This design comes from an exercise in tuning for small area and a short achievable clock period on the open sky130 flow, not from production work.
Function was not checked in any run shown here: the RTL went through the layout flow alone.
Power and IR drop assume default switching activity.

## flow/design.v (module list and top-level ports; edited modules follow where they fit)
// module AHB_Mul: 76 lines
// module AHB_Mul_booth: 768 lines
module AHB_Mul(
    input HCLK,
    input HRESETn,
    input [31:0]M_AHB_0_haddr,
    input [2:0]M_AHB_0_hburst,
    input M_AHB_0_hmastlock,
    input [3:0]M_AHB_0_hprot,
    output reg [31:0]M_AHB_0_hrdata,
    output M_AHB_0_hready,
    output M_AHB_0_hresp,
    input [2:0]M_AHB_0_hsize,
    input [1:0]M_AHB_0_htrans,
    input [31:0]M_AHB_0_hwdata,
    input M_AHB_0_hwrite,
    output[3:0] led
    );
  // ...
==> flow/run.sh <==
#!/bin/bash
# synth_recipe.tcl (not shown) runs the flow's synth.tcl, then flattens the netlist and writes it again
# the make line also repeats each setting of config.mk as NAME=value (left out here)
make -C /OpenROAD-flow-scripts/flow DESIGN_CONFIG=/design/flow/config.mk WORK_HOME=/design/flow/orfs CLKGATE_MAP_FILE= SYNTH_SCRIPT=/design/flow/synth_recipe.tcl finish
==> flow/config.mk <==
export PLATFORM = sky130hd
export DESIGN_NAME = AHB_Mul
export DESIGN_NICKNAME = AHB_Mul
export VERILOG_FILES = /design/flow/design.v
export SDC_FILE = /design/flow/constraint.sdc
export NUM_CORES = 4
export LEC_CHECK = 0
export ABC_AREA = 1
export CAP_MARGIN = 20
export CORE_MARGIN = 2
export CORE_UTILIZATION = 40
export PLACE_DENSITY = 0.6
export SLEW_MARGIN = 20
==> flow/constraint.sdc <==
create_clock -name core_clock -period 10.0 [get_ports {HCLK}]
set_input_delay 2.0000 -clock core_clock [delete_from_list [all_inputs] [get_ports {HCLK}]]
set_output_delay 2.0000 -clock core_clock [all_outputs]
set_load 0.01 [all_outputs]
==> notes.md, run 1 <==
Status -> finished clean
Core Box Area -> 0.06423 mm^2
Most numerous cell in the Yosys netlist -> nand2_1
Post-route setup slack -> 2.938 ns
Drt initial violations -> 2614
M1 GR Usage -> 0.3771
XOR/XNOR Fraction of Synth Area -> 0.09346
Reg2reg end -> p_c[31]$_SDFFE_PP0P_
Fill count -> 6234
Register bit total from synthesis -> 324
Register share of the cell area -> 0.3151
Die H -> 258.2 um
Number of non-clock inverters in the layout -> 432
TAP cells -> 855
Ys flop type -> edfxtp_1
CTS root buffer -> clkbuf_16
Crit-path slowest cell -> clkinv_1
CP Capture Type -> flip-flop
Most used cell, CP -> fa_1
Worst path cell trace -> clkdlybuf4s50_1 > clkinv_1 > o22ai_1 > xor2_1 > fa_1 > fa_1 > fa_1 > fa_1 > fa_1 > fa_1 > xor2_1 > xor2_1 > xnor2_1 > a211oi_1
CTS tree -> yes
Clock Latency Late Sink -> 0.56 ns
Pint -> 0.005500 W
Worst setup SP type -> input port
Rows -> 93
Clock Power Share -> 0.128
Layout cell share with drive strength beyond 1 -> 0.07034
Ranking of synthesized cells by area -> edfxtp_1, fa_1, nand2_1
Final setup vio count -> 0
H-tree levels -> 2
Longest Clk Path Bufs -> 3
Hold_ws -> 0.4710 ns
==> module AHB_Mul, before the edit <==
module AHB_Mul(
    input HCLK,
    input HRESETn,
    input [31:0]M_AHB_0_haddr,
    input [2:0]M_AHB_0_hburst,
    input M_AHB_0_hmastlock,
    input [3:0]M_AHB_0_hprot,
    output reg [31:0]M_AHB_0_hrdata,
    output M_AHB_0_hready,
    output M_AHB_0_hresp,
    input [2:0]M_AHB_0_hsize,
    input [1:0]M_AHB_0_htrans,
    input [31:0]M_AHB_0_hwdata,
    input M_AHB_0_hwrite,
    output[3:0] led
    );
    assign M_AHB_0_hready = 1'b1;
    assign M_AHB_0_hresp = 1'b0;
    reg [31:0] mem_A, mem_B, mem_C, mem_D, mem_E, mem_F, mem_G, mem_H;
    reg [31:0] p_s, p_c;      
    reg        w_act;         
    reg [3:0]  addr_q;        
    assign led[3:0] = mem_A[3:0];
    always @(posedge HCLK) begin
        w_act  <= HRESETn & M_AHB_0_htrans[1] & M_AHB_0_hwrite;
        addr_q <= M_AHB_0_haddr[5:2];
    end
    wire [31:0] wd = M_AHB_0_hwdata;
    wire mul_we = w_act & ~addr_q[3];
    wire p_we   = w_act & (addr_q == 4'h8);
    wire [31:0] wdr = wd & {32{HRESETn}};
    wire [7:0] ld;
    genvar i;
    generate for (i = 0; i < 8; i = i + 1) begin : g_ld
        assign ld[i] = ~HRESETn | (w_act & (addr_q == i));
    end endgenerate
    always @(posedge HCLK) begin
        if (ld[0]) mem_A <= wdr;
        if (ld[1]) mem_B <= wdr;
        if (ld[2]) mem_C <= wdr;
        if (ld[3]) mem_D <= wdr;
        if (ld[4]) mem_E <= wdr;
        if (ld[5]) mem_F <= wdr;
        if (ld[6]) mem_G <= wdr;
        if (ld[7]) mem_H <= wdr;
    end
    wire [31:0] p = p_s + p_c;
    wire [31:0] ms, mc;
    AHB_Mul_booth u_mul (.p(p), .d(wd), .ms(ms), .mc(mc));
    always @(posedge HCLK) begin
        if (!HRESETn) begin
            p_s <= 32'h1;
            p_c <= 32'h0;
        end else if (p_we) begin
            p_s <= wd;
            p_c <= 32'h0;
        end else if (mul_we) begin
            p_s <= ms;
            p_c <= mc;
        end
    end
    always @(*) begin
        case (addr_q)
            4'h0 : M_AHB_0_hrdata = mem_A;
            4'h1 : M_AHB_0_hrdata = mem_B;
            4'h2 : M_AHB_0_hrdata = mem_C;
            4'h3 : M_AHB_0_hrdata = mem_D;
            4'h4 : M_AHB_0_hrdata = mem_E;
            4'h5 : M_AHB_0_hrdata = mem_F;
            4'h6 : M_AHB_0_hrdata = mem_G;
            4'h7 : M_AHB_0_hrdata = mem_H;
            4'h8 : M_AHB_0_hrdata = p;
            default : M_AHB_0_hrdata = 32'h0;
        endcase
    end
endmodule
==> run 2: changes to the inputs <==
--- a/flow/design.v
+++ b/flow/design.v
@@ -45,17 +45,15 @@
         if (ld[6]) mem_G <= wdr;
         if (ld[7]) mem_H <= wdr;
     end
-    wire [31:0] p = p_s + p_c;
+    reg p_one;
+    wire p_en = w_act & (~addr_q[3] | p_we);
+    always @(posedge HCLK)
+        p_one <= ~HRESETn | (p_one & ~p_en);
+    wire [31:0] p = (p_one | p_we) ? 32'h1 : p_s + p_c;
     wire [31:0] ms, mc;
     AHB_Mul_booth u_mul (.p(p), .d(wd), .ms(ms), .mc(mc));
     always @(posedge HCLK) begin
-        if (!HRESETn) begin
-            p_s <= 32'h1;
-            p_c <= 32'h0;
-        end else if (p_we) begin
-            p_s <= wd;
-            p_c <= 32'h0;
-        end else if (mul_we) begin
+        if (p_en) begin
             p_s <= ms;
             p_c <= mc;
         end
--- a/flow/config.mk
+++ b/flow/config.mk
@@ -10,4 +10,5 @@
 export CORE_MARGIN = 2
 export CORE_UTILIZATION = 40
 export PLACE_DENSITY = 0.6
+export SETUP_SLACK_MARGIN = 3
 export SLEW_MARGIN = 20
==> run 2 against run 1 <==
  * Maximum frequency grew 3.8%
  * Hold slack improved by 0.077 ns
  * Largest power group is now registers
  * Highest routed layer unchanged
  * Global-route usage fell by 2.6 points
  * Combinational power shrank about 80%
  * Non-clock buffer count decreased by 7
  * Via count down 11%
  * Final cell count is 7.7% lower
  * Count of clock-buffer cells in the layout is 2 lower
  * Sequential share of layout area grew 2.9 points
  * Critical path depth is 2 higher
  * Critical endpoint is now p_c[31]$_DFFE_PP_
  * Register-to-register slack improved by 0.25 ns
==> notes.md, run 2 <==
Syn_nets -> 2959 (was 3263)
Area of the multi-input gates -> 0.01338 mm^2 (was 0.01459 mm^2)
N_diodes -> 0 (was 1)
Non-Filler Instances -> 3520 (was 3813)
P&R area growth vs syn -> 11.47% (was 11.09%)
CTS tree -> yes (unchanged)
Core Box Area -> 0.06274 mm^2 (was 0.06423 mm^2)
Max Cap Viol -> 0 (unchanged)
CTS buffer count -> 36 (was 35)
Worst-path maximum fanout -> 12 (was 26)
Status -> finished clean (unchanged)
Initial antenna violation count -> 0 (was 1)
Max Fclk -> 147.0 MHz (was 141.6 MHz)
Most used cell, CP -> fa_1 (unchanged)
Compound-Gate Fraction of Synth Area -> 0.1042 (was 0.1228)
Final setup vio count -> 0 (unchanged)
Routed met2 length -> 37430 um (was 41860 um)
Post-synthesis mux area share -> 0 (unchanged)
Die ar. -> 0.06518 mm^2 (was 0.06668 mm^2)
WL/cell -> 24.05 um (was 24.96 um)
Commonest non-fill, non-tap cell in the layout -> nand2_1 (unchanged)
Unrepaired setup endpoints after global routing -> false (unchanged)
CP arrival -> 7.14 ns (was 7.47 ns)
Synth cell types -> 57 (was 44)
Pwr Density -> 164.7 mW/mm^2 (was 376.4 mW/mm^2)
Dpl hpwl -> 58960 um (was 64700 um)
Register Area -> 0.009699 mm^2 (was 0.009049 mm^2)
Met1 wire length -> 33730 um (was 38510 um)
Placer Congestion -> 0.9563 (was 0.9790)
CP Capture Type -> flip-flop (unchanged)
Commonest cells after routing, fill and taps aside -> nand2_1, inv_1, edfxtp_1 (was nand2_1, inv_1, xor2_1)
CP Buf/Inv Count -> 5 (was 2)
Final Hold Fails -> 0 (unchanged)
Cells after DPL -> 3445 (was 3746)
CP startpoint -> M_AHB_0_hwdata[7] (was M_AHB_0_hwdata[6])
Min Tclk post-route -> 6.802 ns (was 7.062 ns)
Data required time of the critical path -> 10.34 ns (was 10.41 ns)
WS Path Type -> input port to flip-flop (unchanged)
Most numerous cell in the Yosys netlist -> nand2_1 (unchanged)
Post-route DRC -> 0 (unchanged)
Post-synth top area share -> 0.3792 (was 0.2974)
Initial Utilization -> 0.4027 (was 0.4025)
CP peak stage delay -> 0.79 ns (was 0.91 ns)
Drt initial violations -> 2575 (was 2614)
Synth top cells by count -> nand2_1, inv_1, edfxtp_1, xor2_1, o22ai_1 (was nand2_1, inv_1, xor2_1, edfxtp_1, o22ai_1)
Area of the mapped netlist -> 0.02526 mm^2 (was 0.02585 mm^2)
Worst path cell trace -> clkdlybuf4s50_1 > clkinvlp_4 > o22ai_1 > xor2_1 > fa_1 > inv_1 > fa_1 > fa_1 > inv_1 > fa_1 > fa_1 > fa_1 > xor2_1 > xor2_1 > xnor2_1 > inv_1 (was clkdlybuf4s50_1 > clkinv_1 > o22ai_1 > xor2_1 > fa_1 > fa_1 > fa_1 > fa_1 > fa_1 > fa_1 > xor2_1 > xor2_1 > xnor2_1 > a211oi_1)
TritonRoute pass-1 iters -> 6 (unchanged)
Rows -> 92 (was 93)
Simple-gate area share of the yosys netlist -> 0.1373 (was 0.1641)
First-pass GRT wire length -> 126200 um (was 140200 um)
Hold_ws -> 0.5475 ns (was 0.4710 ns)
Layout cell share with drive strength beyond 1 -> 0.07292 (was 0.07034)
Highest routed layer -> met4 (unchanged)
Die width -> 255.3 um (was 258.2 um)
Ranking of synthesized cells by area -> edfxtp_1, fa_1, xor2_1 (was edfxtp_1, fa_1, nand2_1)
Worst setup SP type -> input port (unchanged)
LEAKAGE -> 12.41 nW (was 12.47 nW)
Crit path max-delay family -> adder cells (unchanged)
Vias in the first global route -> 20111 (was 22173)
Worst-path clk slew -> 0.06 ns (was 0.07 ns)
H-tree levels -> 2 (unchanged)
Post-synth ARST share -> 0 (unchanged)
Hold Path Origin -> p_one$_DFF_P_ (was p_s[7]$_SDFFE_PN0P_)
Die H -> 255.3 um (was 258.2 um)
Vias -> 19899 (was 22286)
Gr usage total -> 0.2567 (was 0.2825)
Longest Clk Path Bufs -> 3 (unchanged)
Adder-cell area share of the yosys netlist -> 0.1842 (was 0.1800)
XOR/XNOR Fraction of Synth Area -> 0.09812 (was 0.09346)
Register bit total from synthesis -> 325 (was 324)
Final ANT Viol Nets -> 0 (unchanged)
Fill count -> 5917 (was 6234)
Synth area leader -> edfxtp_1 (unchanged)
Crit-path slowest cell -> clkdlybuf4s50_1 (was clkinv_1)
Clock Latency Late Sink -> 0.59 ns (was 0.56 ns)
Hold buffer count at cts -> 0 (unchanged)
Vias per inst -> 5.653 (was 5.845)
Largest net degree at the start of global routing -> 65 (was 61)
Hold Crit Class -> flip-flop to flip-flop (unchanged)
Worst VDD drop -> 0.1548 mV (was 0.5352 mV)
CTS root buffer -> clkbuf_16 (unchanged)
Final setup TNS -> 0 ns (unchanged)
Register area share after synthesis -> 0.3840 (was 0.3500)
Clock Skew -> 0.04988 ns (was 0.03132 ns)
Cells after synthesis -> 2624 (was 2928)
Number of synthesized flops with an enable pin -> 319 (was 256)
Tightest Pin Transition -> 1.071 ns (was 1.239 ns)
Grt total ovfl -> 0 (unchanged)
Ys flop type -> edfxtp_1 (unchanged)
Fin nets -> 2982 (was 3265)
Fin crit share -> 0.6802 (was 0.7062)
IO Count -> 118 (unchanged)
FF-to-FF Start -> addr_q[2]$_DFF_P_ (was p_c[8]$_SDFFE_PP0P_)
Yosys warns -> 1 (unchanged)
Mean Syn Cell Area -> 9.627 um^2 (was 8.829 um^2)
Final wirelength -> 84670 um (was 95160 um)
Pins Over Slew Limit -> 0 (unchanged)
Slew headroom -> 0.2834 (was 0.1743)
PortBufs -> 75 (unchanged)
Largest family of logic cells by synthesized area -> adder cells (unchanged)
Post-layout util -> 0.4489 (was 0.4471)
Routed met3 length -> 8880 um (was 9211 um)
Number of clock sinks -> 325 (was 324)
## run 2: logic make-up (layout without fill, tap and decap cells)
logic type | count (synthesis) | in the layout
AND/OR/NAND/NOR | 784 | 784
buffers and inverters | 580 | 630
AO/OA/AOI/OAI | 395 | 395
flip-flops | 325 | 325
XOR/XNOR | 283 | 283
adder cells (fa/ha/maj) | 255 | 255
other | 2 | 2
## run 2: power breakdown
group | total [W] | leakage, nW | internal (W) | switching [W]
sequential | 0.00171 | 3.19 | 0.00168 | 0.0000305
combinational | 0.00155 | 8.64 | 0.000568 | 0.000983
clock | 0.00137 | 0.584 | 0.000761 | 0.000612
total | 0.00464 | 12.4 | 0.00301 | 0.00163
## run 2: layout make-up
class / instances / share of cell area
Clock buffer: 39 / 0.03239
Clock inverter: 26 / 0.01084
Inverter: 443 / 0.06074
Multi-Input combinational cell: 1719 / 0.4750
Sequential cell: 325 / 0.3444
Tap cell: 846 / 0.03759
Timing Repair Buffer: 120 / 0.03861
Timing Repair inverter: 2 / 0.0003555
## run 2: per-layer routing
| layer | vias to the layer above | GRT usage |
|---|---|---|
| met2 | 1174 | 0.3973 |
| met4 | 0 | 0.1273 |
| li1 | 8759 | - |
| met1 | 9701 | 0.3449 |
| met3 | 265 | 0.05000 |
| met5 | - | 0 |
## run 2: stage by stage
stage	instance area, um^2	power (W)	setup WS, ns
finish	28160	0.004637	3.198
global route	28160	0.004885	3.011
CTS	28000	0.004629	3.049
detailed placement	26760	0.003263	2.379
global placement	26760	0.003217	2.346
floorplan	25260	0.002741	3.872
## run 2: final timing paths
| kind | slack (ns) | cells past startpoint | to |
|---|---|---|---|
| min | 0.55 | 2 | p_one$_DFF_P_ |
| max | 3.20 | 16 | p_c[31]$_DFFE_PP_ |
| min reg2reg | 0.55 | 2 | p_one$_DFF_P_ |
| max reg2reg | 3.34 | 23 | p_c[31]$_DFFE_PP_ |
## run 2: worst register-to-register path, stage by stage (launching register included)
cell and delay, ns:
dfxtp_1 0.34, inv_1 0.07, nand2_1 0.16, nor2_8 0.10, nand2_2 0.09, nand2_4 0.16, inv_6 0.40, nand3_4 0.55
inv_6 0.46, nand2_2 0.13, nand2_2 0.08, nand2_1 0.38, o22ai_1 0.32, xor2_1 0.23, fa_1 0.45, inv_1 0.11
fa_1 0.48, fa_1 0.47, fa_1 0.42, fa_1 0.42, xor2_1 0.18, xor2_1 0.25, xnor2_1 0.15, inv_1 0.05
## run 2: what timing repair did
item / in CTS / in global routing
setup endpoints to repair: 1 / 1
pin swaps: 0 / 2
cloned: 0 / 2
gates resized for setup: 7 / 24
setup buffers: 0 / 8
==> run 3: changes to the inputs <==
--- a/flow/config.mk
+++ b/flow/config.mk
@@ -10,5 +10,5 @@
 export CORE_MARGIN = 2
 export CORE_UTILIZATION = 40
 export PLACE_DENSITY = 0.6
-export SETUP_SLACK_MARGIN = 3
+export SETUP_SLACK_MARGIN = 5
 export SLEW_MARGIN = 20
==> run 3 against run 2 <==
  * Still clean on timing, DRC and antenna
  * Hold slack better by 0.073 ns
  * Count of clock-buffer cells in the layout grew 3
  * Global-route usage grew 2.4 points
  * Critical path depth rose by 13
  * Sequential cell count did not move
  * Synthesized area is the same
  * Maximum frequency grew 14%
  * Critical path type is now flip-flop to flip-flop
  * Critical endpoint unchanged
==> notes.md, run 3 <==
Min-Delay Path Depth -> 2 (unchanged)
Data required time of the critical path -> 10.35 ns (was 10.34 ns)
Synth cell types -> 57 (unchanged)
Initial antenna violation count -> 0 (unchanged)
Rows -> 92 (unchanged)
N_diodes -> 0 (unchanged)
Max Cap Viol -> 0 (unchanged)
Vias in the first global route -> 21780 (was 20111)
Tightest Pin Transition -> 1.026 ns (was 1.071 ns)
Longest Clk Path Bufs -> 3 (unchanged)
Die ar. -> 0.06518 mm^2 (unchanged)
Max Fclk -> 167.6 MHz (was 147.0 MHz)
Grt total ovfl -> 0 (unchanged)
Layout cell share with drive strength beyond 1 -> 0.3021 (was 0.07292)
Commonest non-fill, non-tap cell in the layout -> nand2_1 (unchanged)
Reg2Reg Setup Slack -> 4.04 ns (was 3.34 ns)
Post-route DRC -> 0 (unchanged)
Register Area -> 0.009703 mm^2 (was 0.009699 mm^2)
Final setup TNS -> 0 ns (unchanged)
CP Capture Point -> p_c[31]$_DFFE_PP_ (unchanged)
Largest net degree at the start of global routing -> 65 (unchanged)
CTS buffer count -> 37 (was 36)
H-tree levels -> 2 (unchanged)
Clock Latency Late Sink -> 0.59 ns (about the same)
Drt initial violations -> 2826 (was 2575)
Clock Skew -> 0.03277 ns (was 0.04988 ns)
Initial Utilization -> 0.4027 (unchanged)
CTS tree -> yes (unchanged)
Worst VDD drop -> 0.1551 mV (was 0.1548 mV)
Post-route cell area -> 0.03299 mm^2 (was 0.02816 mm^2)
Slew headroom -> 0.3157 (was 0.2834)
Cells after synthesis -> 2624 (unchanged)
Yosys warns -> 1 (unchanged)
Unrepaired setup endpoints after global routing -> true (was false)
Syn_nets -> 2959 (unchanged)
Fin nets -> 3196 (was 2982)
CP arrival -> 6.32 ns (was 7.14 ns)
Min Tclk post-route -> 5.965 ns (was 6.802 ns)
R2R depth -> 29 (was 23)
Core Box Area -> 0.06274 mm^2 (unchanged)
Worst-path maximum fanout -> 5 (was 12)
Area of the multi-input gates -> 0.01577 mm^2 (was 0.01338 mm^2)
Number of clock sinks -> 325 (unchanged)
Fill count -> 5389 (was 5917)
Most numerous cell in the Yosys netlist -> nand2_1 (unchanged)
Fin crit share -> 0.5965 (was 0.6802)
Final wirelength -> 93530 um (was 84670 um)
CP startpoint -> p_s[7]$_DFFE_PP_ (was M_AHB_0_hwdata[7])
Hold Crit Class -> flip-flop to flip-flop (unchanged)
Worst-path clk slew -> 0.08 ns (was 0.06 ns)
Most used cell, CP -> nand2_4 (was fa_1)
Final ANT Viol Nets -> 0 (unchanged)
LEAKAGE -> 14.31 nW (was 12.41 nW)
Die width -> 255.3 um (unchanged)
Placed cell areas -> 0.02703 mm^2 (was 0.02676 mm^2)
WL/cell -> 25.04 um (was 24.05 um)
Final Hold Fails -> 0 (unchanged)
Status -> finished clean (unchanged)
Post-synth ARST share -> 0 (unchanged)
Placer Congestion -> 0.9319 (was 0.9563)
CP Capture Type -> flip-flop (unchanged)
Mean Syn Cell Area -> 9.627 um^2 (unchanged)
P&R area growth vs syn -> 30.60% (was 11.47%)
WS Path Type -> flip-flop to flip-flop (was input port to flip-flop)
CP Buf/Inv Count -> 6 (was 5)
Synth area leader -> edfxtp_1 (unchanged)
CTS root buffer -> clkbuf_16 (unchanged)
Register bit total from synthesis -> 325 (unchanged)
CP peak stage delay -> 0.52 ns (was 0.79 ns)
Die H -> 255.3 um (unchanged)
Crit path max-delay family -> adder cells (unchanged)
Vias per inst -> 5.813 (was 5.653)
PortBufs -> 75 (unchanged)
Number of synthesized flops with an enable pin -> 319 (unchanged)
Synth top cells by count -> nand2_1, inv_1, edfxtp_1, xor2_1, o22ai_1 (unchanged)
Gr usage total -> 0.2812 (was 0.2567)
Crit path depth -> 29 (was 16)
IO Count -> 118 (unchanged)
Area of the mapped netlist -> 0.02526 mm^2 (unchanged)
Pwr Density -> 150.9 mW/mm^2 (was 164.7 mW/mm^2)
Ranking of synthesized cells by area -> edfxtp_1, fa_1, xor2_1 (unchanged)
Pins Over Slew Limit -> 0 (unchanged)
Crit-path slowest cell -> fa_1 (was clkdlybuf4s50_1)
Hold buffer count at cts -> 0 (unchanged)
Commonest cells after routing, fill and taps aside -> nand2_1, inv_1, edfxtp_1 (unchanged)
Ys flop type -> edfxtp_1 (unchanged)
TritonRoute pass-1 iters -> 6 (unchanged)
Dpl hpwl -> 58970 um (was 58960 um)
Post-synth top area share -> 0.3792 (unchanged)
Register area share after synthesis -> 0.3840 (unchanged)
Final setup vio count -> 0 (unchanged)
Vias -> 21717 (was 19899)
First-pass GRT wire length -> 137800 um (was 126200 um)
Reg2reg end -> p_c[31]$_DFFE_PP_ (unchanged)
FF-to-FF Start -> p_s[7]$_DFFE_PP_ (was addr_q[2]$_DFF_P_)
Worst setup SP type -> flip-flop (was input port)
-- run 3: kinds of logic after synthesis --
group | synth area share
and+or+nand+nor | 0.1373
buffers and inverters | 0.09193
AOI/OAI and AO/OA | 0.1042
DFF | 0.3840
xor gates and xnor gates | 0.09812
adders and majority gates | 0.1842
other | 0.0002973
-- run 3: timing repair --
item,4_1_cts,5_1_grt
pin swaps,146,76
resized for setup,770,131
endpoints found under the setup margin,81,62
cloned,15,0
buffers inserted,178,29
-- run 3: area by class of cell --
type | count | area share
clock buffer | 42 | 0.02894
clock inverter | 26 | 0.007888
inverter | 443 | 0.05946
timing repair buffer | 325 | 0.09777
multi-input combinational | 1720 | 0.4780
tap | 846 | 0.03208
timing repair inverter | 9 | 0.001782
sequential | 325 | 0.2941
-- run 3: stage by stage --
stage	hold WS, ns	worst slack [ns]	utilization	power (W)	cells
after floorplan	0.5080	4.214	-	0.002775	2624
after global placement	0.5191	2.617	0.4305	0.003252	3445
after detailed placement	0.5389	2.639	0.4309	0.003293	3446
after CTS	0.6146	4.105	0.5142	0.004909	3707
after global routing	0.6751	3.787	0.5259	0.005239	3736
final	0.6207	4.035	0.5259	0.004979	3736
-- run 3: worst min path at each step --
stage	start	endpoint	slack [ns]
2_1_floorplan	p_one$_DFF_P_	p_one$_DFF_P_	0.51
3_3_place_gp	p_one$_DFF_P_	p_one$_DFF_P_	0.52
6_report	p_one$_DFF_P_	p_one$_DFF_P_	0.62
5_1_grt	p_one$_DFF_P_	p_one$_DFF_P_	0.68
3_5_place_dp	p_one$_DFF_P_	p_one$_DFF_P_	0.54
4_1_cts	p_one$_DFF_P_	p_one$_DFF_P_	0.61
-- run 3: worst min-delay path: stages (launching register included) --
cell and delay, ns:
dfxtp_1 0.30, inv_1 0.10, o21ai_0 0.18
-- run 3: power breakdown --
part,switching [W],internal (W)
clock,0.000600,0.000775
combinational,0.00113,0.000749
sequential,0.0000415,0.00168
-- run 3: per-layer routing --
| layer | vias up | global-route usage | wire, um |
|---|---|---|---|
| met1 | 10718 | 0.3680 | 35420 |
| li1 | 9206 | - | - |
| met5 | - | 0 | 0 |
| met2 | 1414 | 0.4347 | 41450 |
| met3 | 379 | 0.06855 | 11090 |
| met4 | 0 | 0.1423 | 5577 |
==> run 4: changes to the inputs <==
--- a/flow/design.v
+++ b/flow/design.v
@@ -51,7 +51,7 @@
         p_one <= ~HRESETn | (p_one & ~p_en);
     wire [31:0] p = (p_one | p_we) ? 32'h1 : p_s + p_c;
     wire [31:0] ms, mc;
-    AHB_Mul_booth u_mul (.p(p), .d(wd), .ms(ms), .mc(mc));
+    AHB_Mul_booth u_mul (.p(wd), .d(p), .ms(ms), .mc(mc));
     always @(posedge HCLK) begin
         if (p_en) begin
             p_s <= ms;
--- a/flow/config.mk
+++ b/flow/config.mk
@@ -10,5 +10,5 @@
 export CORE_MARGIN = 2
 export CORE_UTILIZATION = 40
 export PLACE_DENSITY = 0.6
-export SETUP_SLACK_MARGIN = 5
+export SETUP_SLACK_MARGIN = 3
 export SLEW_MARGIN = 20
==> run 4 against run 3 <==
  * Still clean on timing, DRC and antenna
  * Critical path depth is 11 lower
  * Wire length decreased by 8.1%
  * Maximum frequency shrank 12%
  * Design area down 15%
  * Worst setup slack worse by 0.78 ns
  * Critical path type is now input port to flip-flop
==> notes.md, run 4 <==
Core Box Area -> 0.06194 mm^2 (was 0.06274 mm^2)
Vias in the first global route -> 19721 (was 21780)
Area of the mapped netlist -> 0.02517 mm^2 (was 0.02526 mm^2)
Post-route setup slack -> 3.260 ns (was 4.035 ns)
Final setup TNS -> 0 ns (unchanged)
Die width -> 254.8 um (was 255.3 um)
Final Hold Fails -> 0 (unchanged)
Synth top cells by count -> nand2_1, inv_1, edfxtp_1, xor2_1, o22ai_1 (unchanged)
CTS buffer count -> 37 (unchanged)
Worst VDD drop -> 0.1388 mV (was 0.1551 mV)
P&R area growth vs syn -> 11.34% (was 30.60%)
Max Cap Viol -> 0 (unchanged)
Pins Over Slew Limit -> 0 (unchanged)
Cells after DPL -> 3460 (was 3446)
Register area share after synthesis -> 0.3854 (was 0.3840)
Initial antenna violation count -> 2 (was 0)
Compound-Gate Fraction of Synth Area -> 0.1047 (was 0.1042)
CP Capture Type -> flip-flop (unchanged)
Post-synth top area share -> 0.3806 (was 0.3792)
XOR/XNOR Fraction of Synth Area -> 0.09599 (was 0.09812)
Pint -> 0.003447 W (was 0.003208 W)
Yosys warns -> 1 (unchanged)
Crit-path slowest cell -> fa_1 (unchanged)
Register bit total from synthesis -> 325 (unchanged)
Syn_nets -> 2974 (was 2959)
Pwr Density -> 200.4 mW/mm^2 (was 150.9 mW/mm^2)
Ys flop type -> edfxtp_1 (unchanged)
Worst setup SP type -> input port (was flip-flop)
Largest family of logic cells by synthesized area -> adder cells (unchanged)
Initial Utilization -> 0.4064 (was 0.4027)
Layout cell share with drive strength beyond 1 -> 0.06431 (was 0.3021)
TritonRoute pass-1 iters -> 6 (unchanged)
Number of clock sinks -> 325 (unchanged)
Data required time of the critical path -> 10.32 ns (was 10.35 ns)
Synth cell types -> 54 (was 57)
Status -> finished clean (unchanged)
Die ar. -> 0.06495 mm^2 (was 0.06518 mm^2)
Number of synthesized flops with an enable pin -> 319 (unchanged)
IO Count -> 118 (unchanged)
Grt total ovfl -> 0 (unchanged)
Fin crit share -> 0.6740 (was 0.5965)
Cells after synthesis -> 2639 (was 2624)
N_diodes -> 0 (unchanged)
Vias -> 19850 (was 21717)
Min Tclk post-route -> 6.740 ns (was 5.965 ns)
Ranking of synthesized cells by area -> edfxtp_1, fa_1, xor2_1 (unchanged)
Logic gate share of total power -> 0.435 (was 0.377)
Post-synth ARST share -> 0 (unchanged)
Worst-path clk slew -> 0.06 ns (was 0.08 ns)
Most used cell, CP -> fa_1 (was nand2_4)
Slew headroom -> 0.3103 (was 0.3157)
Post-synthesis mux area share -> 0.0004474 (was 0)
Post-route DRC -> 0 (unchanged)
Max Fclk -> 148.4 MHz (was 167.6 MHz)
Non-Filler Instances -> 3527 (was 3736)
H-tree levels -> 2 (unchanged)
Post-Place Setup Slack -> 2.185 ns (was 2.639 ns)
Adder-cell area share of the yosys netlist -> 0.1849 (was 0.1842)
Placer Congestion -> 1.009 (was 0.9319)
CTS root buffer -> clkbuf_16 (unchanged)
Hold buffer count at cts -> 0 (unchanged)
Vias per inst -> 5.628 (was 5.813)
Post-route cell area -> 0.02802 mm^2 (was 0.03299 mm^2)
CTS tree -> yes (unchanged)
Drt initial violations -> 2184 (was 2826)
Largest net degree at the start of global routing -> 65 (unchanged)
Commonest non-fill, non-tap cell in the layout -> nand2_1 (unchanged)
Fin nets -> 2998 (was 3196)
Rows -> 91 (was 92)
Final wirelength -> 85920 um (was 93530 um)
WL/cell -> 24.36 um (was 25.04 um)
Unrepaired setup endpoints after global routing -> false (was true)
Psw -> 0.002170 W (was 0.001771 W)
Most numerous cell in the Yosys netlist -> nand2_1 (unchanged)
CP peak stage delay -> 0.54 ns (was 0.52 ns)
Clock Skew -> 0.01882 ns (was 0.03277 ns)
Clock Power Share -> 0.241 (was 0.276)
Mean Syn Cell Area -> 9.537 um^2 (was 9.627 um^2)
Die H -> 254.8 um (was 255.3 um)
Overall Power -> 0.005616 W (was 0.004979 W)
Longest Clk Path Bufs -> 3 (unchanged)
Placed cell areas -> 0.02678 mm^2 (was 0.02703 mm^2)
Gr usage total -> 0.2673 (was 0.2812)
Worst path cell trace -> clkdlybuf4s50_1 > buf_6 > nand2_1 > o21ai_1 > clkinv_2 > o22ai_1 > xor2_1 > fa_1 > inv_1 > fa_1 > fa_1 > inv_1 > fa_1 > fa_1 > fa_1 > xor2_1 > xor2_1 > xor2_1
First-pass GRT wire length -> 127100 um (was 137800 um)
Simple-gate area share of the yosys netlist -> 0.1364 (was 0.1373)
Clock Latency Late Sink -> 0.58 ns (was 0.59 ns)
Sw Share -> 0.3863 (was 0.3557)
LEAKAGE -> 12.40 nW (was 14.31 nW)
CP arrival -> 7.06 ns (was 6.32 ns)
Reg power frac -> 0.324 (was 0.347)
Final ANT Viol Nets -> 0 (unchanged)
Synth area leader -> edfxtp_1 (unchanged)
PortBufs -> 75 (unchanged)
WS Path Type -> input port to flip-flop (was flip-flop to flip-flop)
Commonest cells after routing, fill and taps aside -> nand2_1, inv_1, edfxtp_1 (unchanged)
Tightest Pin Transition -> 1.031 ns (was 1.026 ns)
Dpl hpwl -> 61410 um (was 58970 um)
Final setup vio count -> 0 (unchanged)
Hold Crit Class -> flip-flop to flip-flop (unchanged)
Worst-path maximum fanout -> 18 (was 5)
## run 4: changes by cell type after synthesis, moves of 6 or more
cell / delta
o21ai_0: +13
nand2_2: -7
buf_1: +12
clkbuf_1: -8
buf_2: +9
nand3_1: +8
a32o_1: -6
nor2_1: +15
nand4_1: +16
nand2_1: -7
## run 4: kinds of logic after synthesis
family,count (synthesis)
AO/OA/AOI/OAI,400
XOR/XNOR,275
adder cells (fa/ha/maj),255
buffers and inverters,584
flip-flops,325
multiplexers,1
other,2
AND/OR/NAND/NOR,797
## run 4: power by group through the flow
| stage | logic, W | clock network (W) | registers [W] |
|---|---|---|---|
| after floorplan | 0.00158 | 0 | 0.00183 |
| after global placement | 0.00237 | 0 | 0.00184 |
| after detailed placement | 0.00244 | 0 | 0.00185 |
| after CTS | 0.00245 | 0.00138 | 0.00182 |
| after global routing | 0.00275 | 0.00143 | 0.00183 |
| final | 0.00244 | 0.00135 | 0.00182 |
## run 4: area by class of cell
| class | instances | area [um^2] |
|---|---|---|
| clock buffer | 42 | 944.7 |
| clock inverter | 24 | 266.5 |
| fill | 5927 | 33920 |
| inverter | 437 | 1648 |
| multi-input combinational | 1730 | 13240 |
| sequential | 325 | 9699 |
| tap | 837 | 1047 |
| timing repair buffer | 132 | 1181 |
## run 4: worst paths after layout
kind,start,to,slack (ns),cells after the start
worst max-delay path,M_AHB_0_hwdata[19],p_c[31]$_DFFE_PP_,3.26,18
worst min-delay path,p_one$_DFF_P_,p_one$_DFF_P_,0.56,2
worst max register to register,p_s[26]$_DFFE_PP_,p_c[31]$_DFFE_PP_,3.35,20
worst min register to register,p_one$_DFF_P_,p_one$_DFF_P_,0.56,2
## run 4: critical path: cells and delay by family
| family | cells | cell delay [ns] |
|---|---|---|
| fa+ha+maj | 6 | 2.64 |
| buf+inv | 5 | 1.12 |
| xor+xnor | 4 | 0.69 |
| compound gates | 2 | 0.47 |
| simple gates | 1 | 0.12 |
## run 4: layer usage
layer / vias up / GRT usage / wire length [um] / part of all wire
met5: - / 0 / 12 / 0.00014
met4: 2 / 0.1261 / 4192 / 0.049
met3: 210 / 0.04292 / 7408 / 0.086
met2: 1022 / 0.4355 / 39540 / 0.46
met1: 9769 / 0.3497 / 34760 / 0.40
li1: 8847 / - / - / -
## run 4: per-stage QoR
step | hold slack (ns) | util
finish | 0.5609 | 0.4524
global route | 0.5738 | 0.4524
CTS | 0.5574 | 0.4520
detailed placement | 0.5486 | 0.4324
global placement | 0.5190 | 0.4324
floorplan | 0.5080 | -
## run 4: what timing repair did
action | in CTS | in global routing
resized for setup | 4 | 12
buffers inserted | 0 | 1
cloned | 0 | 0
setup endpoints to repair | 1 | 1
==> run 5: changes to the inputs <==
==> flow/flow/run.sh (new file) <==
#!/bin/bash
# Own layout flow: the standard synthesis and layout, with two changes:
#  - after synthesis, fixfa.py removes the inverters that Yosys's full-adder
#    extraction leaves between adder cells (each adder may be swapped for its
#    complemented form, fa(~a,~b,~c) = ~fa(a,b,c));
#  - the port buffers are buf_4 cells instead of the slow delay buffers that
#    buffer_ports picks by default.
# Each tool's full output goes to a log file of its own in this folder.
set -euo pipefail
R=orfs/results/sky130hd/AHB_Mul/base
bash standard.sh synth > synth.log 2>&1
cp $R/1_2_yosys.v yosys_orig.v
python3 flow/fixfa.py yosys_orig.v $R/1_2_yosys.v > fixfa.log 2>&1
rm -f $R/1_synth.odb $R/1_synth.sdc
bash standard.sh BUFFER_PORTS_ARGS="-buffer_cell sky130_fd_sc_hd__buf_4" finish > finish.log 2>&1
==> flow/flow/fixfa.py (new file) <==
#!/usr/bin/env python3
"""Remove the inverters that Yosys's extract_fa leaves around full adders.

A full adder with all three inputs inverted gives both outputs inverted:
fa(~a, ~b, ~c) = (~sum, ~cout).  So each fa cell may be swapped for its
complemented form (inputs and outputs inverted) without changing what it
computes.  This script picks, for every fa cell, the form that needs the
fewest inverters on the nets around the adders, rewires the netlist, and
drops the inverters left without loads.

usage: fixfa.py IN.v OUT.v
"""
import re
import sys
from collections import defaultdict

INV = re.compile(r"sky130_fd_sc_hd__(inv|clkinv)_\d+$")
FA = re.compile(r"sky130_fd_sc_hd__fa_\d+$")
OUTPINS = {"X", "Y", "Q", "Q_N", "SUM", "COUT", "HI", "LO"}

src = open(sys.argv[1]).read()
mod_start = src.index("module ")
body_end = src.rindex("endmodule")

cell_re = re.compile(r"\n(\s*)(sky130_fd_sc_hd__\w+)\s+(\S+)\s*\((.*?)\);", re.S)
pin_re = re.compile(r"\.(\w+)\(\s*((?:\\\S+\s)|[^()\s]+)\s*\)")

cells = []
for m in cell_re.finditer(src):
    pins = [(p, n.strip()) for p, n in pin_re.findall(m.group(4))]
    cells.append({"span": m.span(), "type": m.group(2), "name": m.group(3),
                  "pins": dict(pins), "order": [p for p, _ in pins], "indent": m.group(1)})

driver = {}
loads = defaultdict(list)
for i, c in enumerate(cells):
    for p, n in c["pins"].items():
        if p in OUTPINS:
            driver[n] = (i, p)
        else:
            loads[n].append((i, p))

others = "\n".join(l for l in src[mod_start:body_end].split("\n")
                   if l.strip().startswith(("assign", "input", "output", "inout")))
others += src[mod_start:src.index(");", mod_start)]
other_tokens = set(re.findall(r"\\\S+|[A-Za-z_][A-Za-z0-9_$]*(?:\[\d+\])?", others))
for t in list(other_tokens):
    other_tokens.add(re.sub(r"\[\d+\]$", "", t))


def is_inv(i):
    return INV.match(cells[i]["type"]) is not None


def resolve(n):
    p = 0
    while n in driver and is_inv(driver[n][0]):
        n = cells[driver[n][0]]["pins"]["A"]
        p ^= 1
    return n, p


fas = [i for i, c in enumerate(cells) if FA.match(c["type"])]
fa_out = {}  # net -> fa index
for i in fas:
    for p in ("SUM", "COUT"):
        if p in cells[i]["pins"]:
            fa_out[cells[i]["pins"][p]] = i

# load pins to rewire: every fa input, and every non-inverter load of a net
# that resolves to an fa output
uses = []  # (cell, pin, base, parity)
for i in fas:
    for p in ("A", "B", "CIN"):
        b, par = resolve(cells[i]["pins"][p])
        uses.append((i, p, b, par))
for i, c in enumerate(cells):
    if is_inv(i) or FA.match(c["type"]):
        continue
    for p, n in c["pins"].items():
        if p in OUTPINS:
            continue
        b, par = resolve(n)
        if b in fa_out:
            uses.append((i, p, b, par))
# nets that resolve to an fa output and are used outside instances: keep as is
for n in list(driver):
    if n in other_tokens:
        b, par = resolve(n)
        if b in fa_out:
            sys.exit(f"fixfa: net {n} used outside cells resolves to an adder output; not handled")

x = {i: 0 for i in fas}
SWAP = {"sky130_fd_sc_hd__xor2_1": "sky130_fd_sc_hd__xnor2_1",
        "sky130_fd_sc_hd__xnor2_1": "sky130_fd_sc_hd__xor2_1"}
all_loads = defaultdict(int)
for i, c in enumerate(cells):
    for p, n in c["pins"].items():
        if p not in OUTPINS:
            all_loads[n] += 1
# a swappable driver whose every load is rewired here may be complemented
use_count = defaultdict(int)
for (i, p, b, par) in uses:
    use_count[b] += 1
swappable = set()
for b, k in use_count.items():
    if b in driver and cells[driver[b][0]]["type"] in SWAP and b not in other_tokens:
        # all loads of b, and of inverters of b, must be among the uses
        ok = True
        stack = [b]
        while stack:
            n = stack.pop()
            for (i, p) in loads[n]:
                if is_inv(i):
                    stack.append(cells[i]["pins"]["Y"])
                    if cells[i]["pins"]["Y"] in other_tokens:
                        ok = False
        if ok:
            swappable.add(b)


def needs():
    pol = defaultdict(set)
    for (i, p, b, par) in uses:
        q = par ^ (x[i] if FA.match(cells[i]["type"]) and p in ("A", "B", "CIN") else 0)
        q ^= x[fa_out[b]] if b in fa_out else 0
        pol[b].add(q)
    return pol


def cost():
    n = 0
    for b, qs in needs().items():
        if 1 in qs and not (b in swappable and qs == {1}):
            n += 1
    return n


best = cost()
print(f"fixfa: {len(fas)} adders, {best} inverted nets before", file=sys.stderr)
improved = True
rounds = 0
while improved and rounds < 50:
    improved = False
    rounds += 1
    for i in fas:
        x[i] ^= 1
        c = cost()
        if c < best:
            best = c
            improved = True
        else:
            x[i] ^= 1
print(f"fixfa: {sum(x.values())} adders complemented, {best} inverted nets after", file=sys.stderr)

# physical nets: a complemented adder drives new nets holding the complement
phys = {}
newnets = []
for i in fas:
    if x[i]:
        for p in ("SUM", "COUT"):
            if p in cells[i]["pins"]:
                n = cells[i]["pins"][p]
                r = "fixfa_n" + str(len(newnets))
                newnets.append(r)
                phys[n] = r
                cells[i]["pins"][p] = r
inv_of = {}
newcells = []


def literal(b, q):
    """net carrying value(b) xor q"""
    pb = phys.get(b, b)
    if b in fa_out and x[fa_out[b]]:
        q ^= 1
    if not q:
        return pb
    if pb not in inv_of:
        o = "fixfa_i" + str(len(newnets))
        newnets.append(o)
        inv_of[pb] = o
        newcells.append(f"  sky130_fd_sc_hd__inv_1 fixfa_inv{len(newcells)} (\n    .A({pb}),\n    .Y({o})\n  );")
    return inv_of[pb]


swapped = set()
for b, qs in needs().items():
    if b in swappable and qs == {1}:
        d = driver[b][0]
        cells[d]["type"] = SWAP[cells[d]["type"]]
        o, n = ("X", "Y") if "X" in cells[d]["pins"] else ("Y", "X")
        cells[d]["pins"][n] = cells[d]["pins"].pop(o)
        cells[d]["order"] = [n if q == o else q for q in cells[d]["order"]]
        swapped.add(b)
print(f"fixfa: swapped {len(swapped)} xor/xnor drivers", file=sys.stderr)
for (i, p, b, par) in uses:
    q = par ^ (x[i] if FA.match(cells[i]["type"]) and p in ("A", "B", "CIN") else 0)
    cells[i]["pins"][p] = literal(b, q ^ (1 if b in swapped else 0))

# drop inverters without loads, repeatedly; a complemented adder's old output
# net that still has loads is driven from an inverter of the new net
dead = set()
restore = {}
while True:
    cnt = defaultdict(int)
    for i, c in enumerate(cells):
        if i in dead:
            continue
        for p, n in c["pins"].items():
            if p not in OUTPINS:
                cnt[n] += 1
    for t in newcells:
        cnt[re.search(r"\.A\(([^()]*)\)", t).group(1).strip()] += 1
    more = [i for i, c in enumerate(cells) if i not in dead and is_inv(i)
            and cnt[c["pins"]["Y"]] == 0 and c["pins"]["Y"] not in other_tokens]
    if not more:
        break
    dead.update(more)
for n, r in phys.items():
    if cnt.get(n, 0) or n in other_tokens:
        newcells.append(f"  sky130_fd_sc_hd__inv_1 fixfa_inv{len(newcells)} (\n    .A({r}),\n    .Y({n})\n  );")
print(f"fixfa: removed {len(dead)} inverters, added {len(newcells)}", file=sys.stderr)


def fmt(n):
    return n + " " if n.startswith("\\") else n


out = []
pos = 0
for i, c in enumerate(cells):
    s, e = c["span"]
    out.append(src[pos:s])
    if i not in dead:
        pins = ",\n".join(f"    .{p}({fmt(c['pins'][p])})" for p in c["order"])
        out.append(f"\n{c['indent']}{c['type']} {c['name']} (\n{pins}\n  );")
    pos = e
rest = src[pos:]
k = rest.rindex("endmodule")
decl = "".join(f"  wire {n};\n" for n in newnets)
out.append(rest[:k] + "\n".join(newcells) + "\n" + rest[k:])
text = "".join(out)
h = text.index(");", text.index("module ")) + 2
text = text[:h] + "\n" + decl + text[h:]
open(sys.argv[2], "w").write(text)
==> flow/standard.sh (new file) <==
#!/bin/bash
# synth_recipe.tcl (not shown) runs the flow's synth.tcl, then flattens the netlist and writes it again
# the make line also repeats each setting of config.mk as NAME=value (left out here)
make -C /OpenROAD-flow-scripts/flow DESIGN_CONFIG=/design/flow/config.mk WORK_HOME=/design/flow/orfs CLKGATE_MAP_FILE= SYNTH_SCRIPT=/design/flow/synth_recipe.tcl "${@:-finish}"
removed: flow/run.sh
==> run 5 against run 4 <==
  * Still clean on timing, DRC and antenna
  * Final cell count down 5.8%
  * Worst setup slack worse by 0.0039 ns
  * Synthesized area down 2.0%
  * Register-to-register slack better by 0.02 ns
  * Global-route usage down 0.62 points
  * Sequential cell count unchanged
  * Clock power down 6%
  * Power about the same
  * Sequential power about the same
  * Utilization down 1.2 points
  * Non-clock buffer count down 22
==> notes.md, run 5 <==
Data required time of the critical path -> 10.39 ns (was 10.32 ns)
Fin nets -> 2841 (was 2998)
Worst setup SP type -> input port (unchanged)
Die width -> 252.3 um (was 254.8 um)
Min Tclk post-route -> 6.744 ns (was 6.740 ns)
Worst VDD drop -> 0.1431 mV (was 0.1388 mV)
CP Capture Type -> flip-flop (unchanged)
Tightest Pin Transition -> 1.065 ns (was 1.031 ns)
N_diodes -> 0 (unchanged)
Pins Over Slew Limit -> 0 (unchanged)
Pint -> 0.003471 W (was 0.003447 W)
Die H -> 252.3 um (was 254.8 um)
Worst path cell trace -> buf_4 > nand2_1 > o21ai_0 > inv_1 > o22ai_1 > xor2_1 > fa_1 > fa_1 > fa_1 > fa_1 > fa_1 > xor2_1 > xor2_1 > xor2_1 (was clkdlybuf4s50_1 > buf_6 > nand2_1 > o21ai_1 > clkinv_2 > o22ai_1 > xor2_1 > fa_1 > inv_1 > fa_1 > fa_1 > inv_1 > fa_1 > fa_1 > fa_1 > xor2_1 > xor2_1 > xor2_1)
Clock Skew -> 0.02104 ns (was 0.01882 ns)
PortBufs -> 75 (unchanged)
Pwr Density -> 207.5 mW/mm^2 (was 200.4 mW/mm^2)
Final setup TNS -> 0 ns (unchanged)
Vias in the first global route -> 19069 (was 19721)
Final Hold Fails -> 0 (unchanged)
Cells after synthesis -> 2506 (was 2639)
Status -> finished clean (unchanged)
Worst-path clk slew -> 0.06 ns (about the same)
TritonRoute pass-1 iters -> 6 (unchanged)
Highest routed layer -> met5 (unchanged)
FF-to-FF Start -> p_c[11]$_DFFE_PP_ (was p_s[26]$_DFFE_PP_)
Syn_nets -> 2841 (was 2974)
Rows -> 91 (unchanged)
R2R depth -> 20 (unchanged)
CP Capture Point -> p_c[31]$_DFFE_PP_ (unchanged)
CTS root buffer -> clkbuf_16 (unchanged)
Final wirelength -> 83200 um (was 85920 um)
Mean Syn Cell Area -> 9.844 um^2 (was 9.537 um^2)
Met1 wire length -> 33810 um (was 34760 um)
CTS buffer count -> 35 (was 37)
Drt initial violations -> 2157 (was 2184)
Worst-path maximum fanout -> 18 (unchanged)
Routed met3 length -> 7585 um (was 7408 um)
Fill count -> 5833 (was 5927)
Initial Utilization -> 0.4020 (was 0.4064)
IO Count -> 118 (unchanged)
Dpl hpwl -> 58160 um (was 61410 um)
Largest net degree at the start of global routing -> 65 (unchanged)
H-tree levels -> 2 (unchanged)
Post-Place Setup Slack -> 2.275 ns (was 2.185 ns)
Most used cell, CP -> fa_1 (unchanged)
Die ar. -> 0.06368 mm^2 (was 0.06495 mm^2)
WL/cell -> 25.05 um (was 24.36 um)
Gr usage total -> 0.2611 (was 0.2673)
Post-route setup slack -> 3.256 ns (was 3.260 ns)
First-pass GRT wire length -> 122900 um (was 127100 um)
Commonest cells after routing, fill and taps aside -> nand2_1, edfxtp_1, inv_1 (was nand2_1, inv_1, edfxtp_1)
Crit-path slowest cell -> o21ai_0 (was fa_1)
Reg2Reg Setup Slack -> 3.37 ns (was 3.35 ns)
Fin crit share -> 0.6744 (was 0.6740)
Logic gate share of total power -> 0.450 (was 0.435)
Hold Crit Class -> flip-flop to flip-flop (unchanged)
Hold_ws -> 0.5360 ns (was 0.5609 ns)
Vias per inst -> 5.793 (was 5.628)
Commonest non-fill, non-tap cell in the layout -> nand2_1 (unchanged)
Post-layout util -> 0.4408 (was 0.4524)
Area of the mapped netlist -> 0.02467 mm^2 (was 0.02517 mm^2)
Yosys warns -> 1 (unchanged)
Initial antenna violation count -> 2 (unchanged)
Sw Share -> 0.3816 (was 0.3863)
Psw -> 0.002142 W (was 0.002170 W)
Reg power frac -> 0.324 (about the same)
Layout cell share with drive strength beyond 1 -> 0.08653 (was 0.06431)
Max Cap Viol -> 0 (unchanged)
Placer Congestion -> 0.9265 (was 1.009)
Final ANT Viol Nets -> 0 (unchanged)
Max Fclk -> 148.3 MHz (was 148.4 MHz)
CP peak stage delay -> 0.71 ns (was 0.54 ns)
Unrepaired setup endpoints after global routing -> false (unchanged)
Grt total ovfl -> 0 (unchanged)
LEAKAGE -> 11.37 nW (was 12.40 nW)
Reg2reg end -> p_c[31]$_DFFE_PP_ (unchanged)
Core Box Area -> 0.06137 mm^2 (was 0.06194 mm^2)
WS Path Type -> input port to flip-flop (unchanged)
CP arrival -> 7.13 ns (was 7.06 ns)
CTS tree -> yes (unchanged)
Slew headroom -> 0.2891 (was 0.3103)
Clock Power Share -> 0.226 (was 0.241)
Number of clock sinks -> 325 (unchanged)
Post-route DRC -> 0 (unchanged)
Longest Clk Path Bufs -> 3 (unchanged)
P&R area growth vs syn -> 9.651% (was 11.34%)
Clock Latency Late Sink -> 0.58 ns (about the same)
Routed met2 length -> 38430 um (was 39540 um)
Vias -> 19239 (was 19850)
Final setup vio count -> 0 (unchanged)
CP startpoint -> M_AHB_0_hwdata[17] (was M_AHB_0_hwdata[19])
-- run 5: power by group through the flow --
stage,clock [W],combinational [W],sequential [W]
global placement,0,0.00242,0.00184
detailed placement,0,0.00247,0.00185
global route,0.00134,0.00278,0.00183
floorplan,0,0.00155,0.00183
CTS,0.00129,0.00248,0.00182
finish,0.00127,0.00253,0.00182
-- run 5: worst min path at each step --
stage                       start            end  depth (start not counted)
global placement    p_one$_DFF_P_  p_one$_DFF_P_                          2
CTS                 p_one$_DFF_P_  p_one$_DFF_P_                          2
detailed placement  p_one$_DFF_P_  p_one$_DFF_P_                          2
global route        p_one$_DFF_P_  p_one$_DFF_P_                          2
finish              p_one$_DFF_P_  p_one$_DFF_P_                          2
floorplan           p_one$_DFF_P_  p_one$_DFF_P_                          2
-- run 5: layout make-up --
type	instances	area (um^2)	share of cell area
repair buffers	110	829.5	0.03067
clock inverters	13	147.6	0.005458
flip-flops and latches	325	9699	0.3586
multi-input cells	1730	13250	0.4897
well taps	790	988.4	0.03654
inverters	304	1151	0.04255
clock buffers	49	988.4	0.03654
-- run 5: repair_timing --
action | in CTS | in global routing
resized for setup | 1 | 3
buffers inserted | 1 | 0
hold buffers | 0 | 0
endpoints found under the setup margin | 1 | 1
-- run 5: critical path: cells and delay by family --
family	cells	cell delay (ns)
adder cells (fa/ha/maj)	5	2.24
AO/OA/AOI/OAI	2	1.06
XOR/XNOR	4	0.92
buffers and inverters	2	0.77
AND/OR/NAND/NOR	1	0.11
-- run 5: routing by layer --
| metal | global-route usage | up-vias |
|---|---|---|
| li1 | - | 8526 |
| met1 | 0.3538 | 9483 |
| met2 | 0.4171 | 1006 |
| met3 | 0.04604 | 220 |
| met4 | 0.1033 | 4 |
| met5 | 0 | - |
-- run 5: metrics by stage --
stage / std cells / power [W] / area [um^2]
floorplan: 2506 / 0.003389 / 24670
global placement: 3258 / 0.004256 / 25890
detailed placement: 3258 / 0.004317 / 25890
CTS: 3321 / 0.005586 / 27040
global route: 3321 / 0.005955 / 27050
finish: 3321 / 0.005613 / 27050

re-timing with driven ports:
No port has a modelled driver above. Below, the same layouts with a new extraction and two added sets of constraints.
Step 1, drivers: a clkbuf_16 drives HCLK and a buf_2 each remaining input, both assumed.
Step 2, shift: input delay + t, output delay - t, t = (earliest + latest rising clock arrival at the registers) / 2. This alone moves slack from input paths to output paths.
Slacks: no drivers / after step 1 / after step 2; pairs: no drivers / after step 1.
run	t (ns)	slack for setup (ns)	hold WS [ns]	worst setup path after step 2	latest minus earliest clock arrival (ns)
run 1	0.613	2.938 / 2.971 / 2.359	0.471 / 0.471 / 0.471	input to register	0.033 / 0.033
run 2	0.629	3.198 / 3.233 / 2.604	0.548 / 0.548 / 0.548	input to register	0.058 / 0.058
run 3	0.635	4.035 / 4.035 / 3.453	0.621 / 0.621 / 0.621	input to register	0.033 / 0.033
run 4	0.631	3.260 / 3.293 / 2.662	0.561 / 0.561 / 0.561	input to register	0.019 / 0.019
run 5	0.621	3.256 / 3.261 / 2.640	0.536 / 0.536 / 0.536	input to register	0.028 / 0.027
After both steps every run listed still meets setup and hold. The setup slack of run 5, which loses most, moves by +0.005 ns with the drivers and by -0.616 ns with both steps.
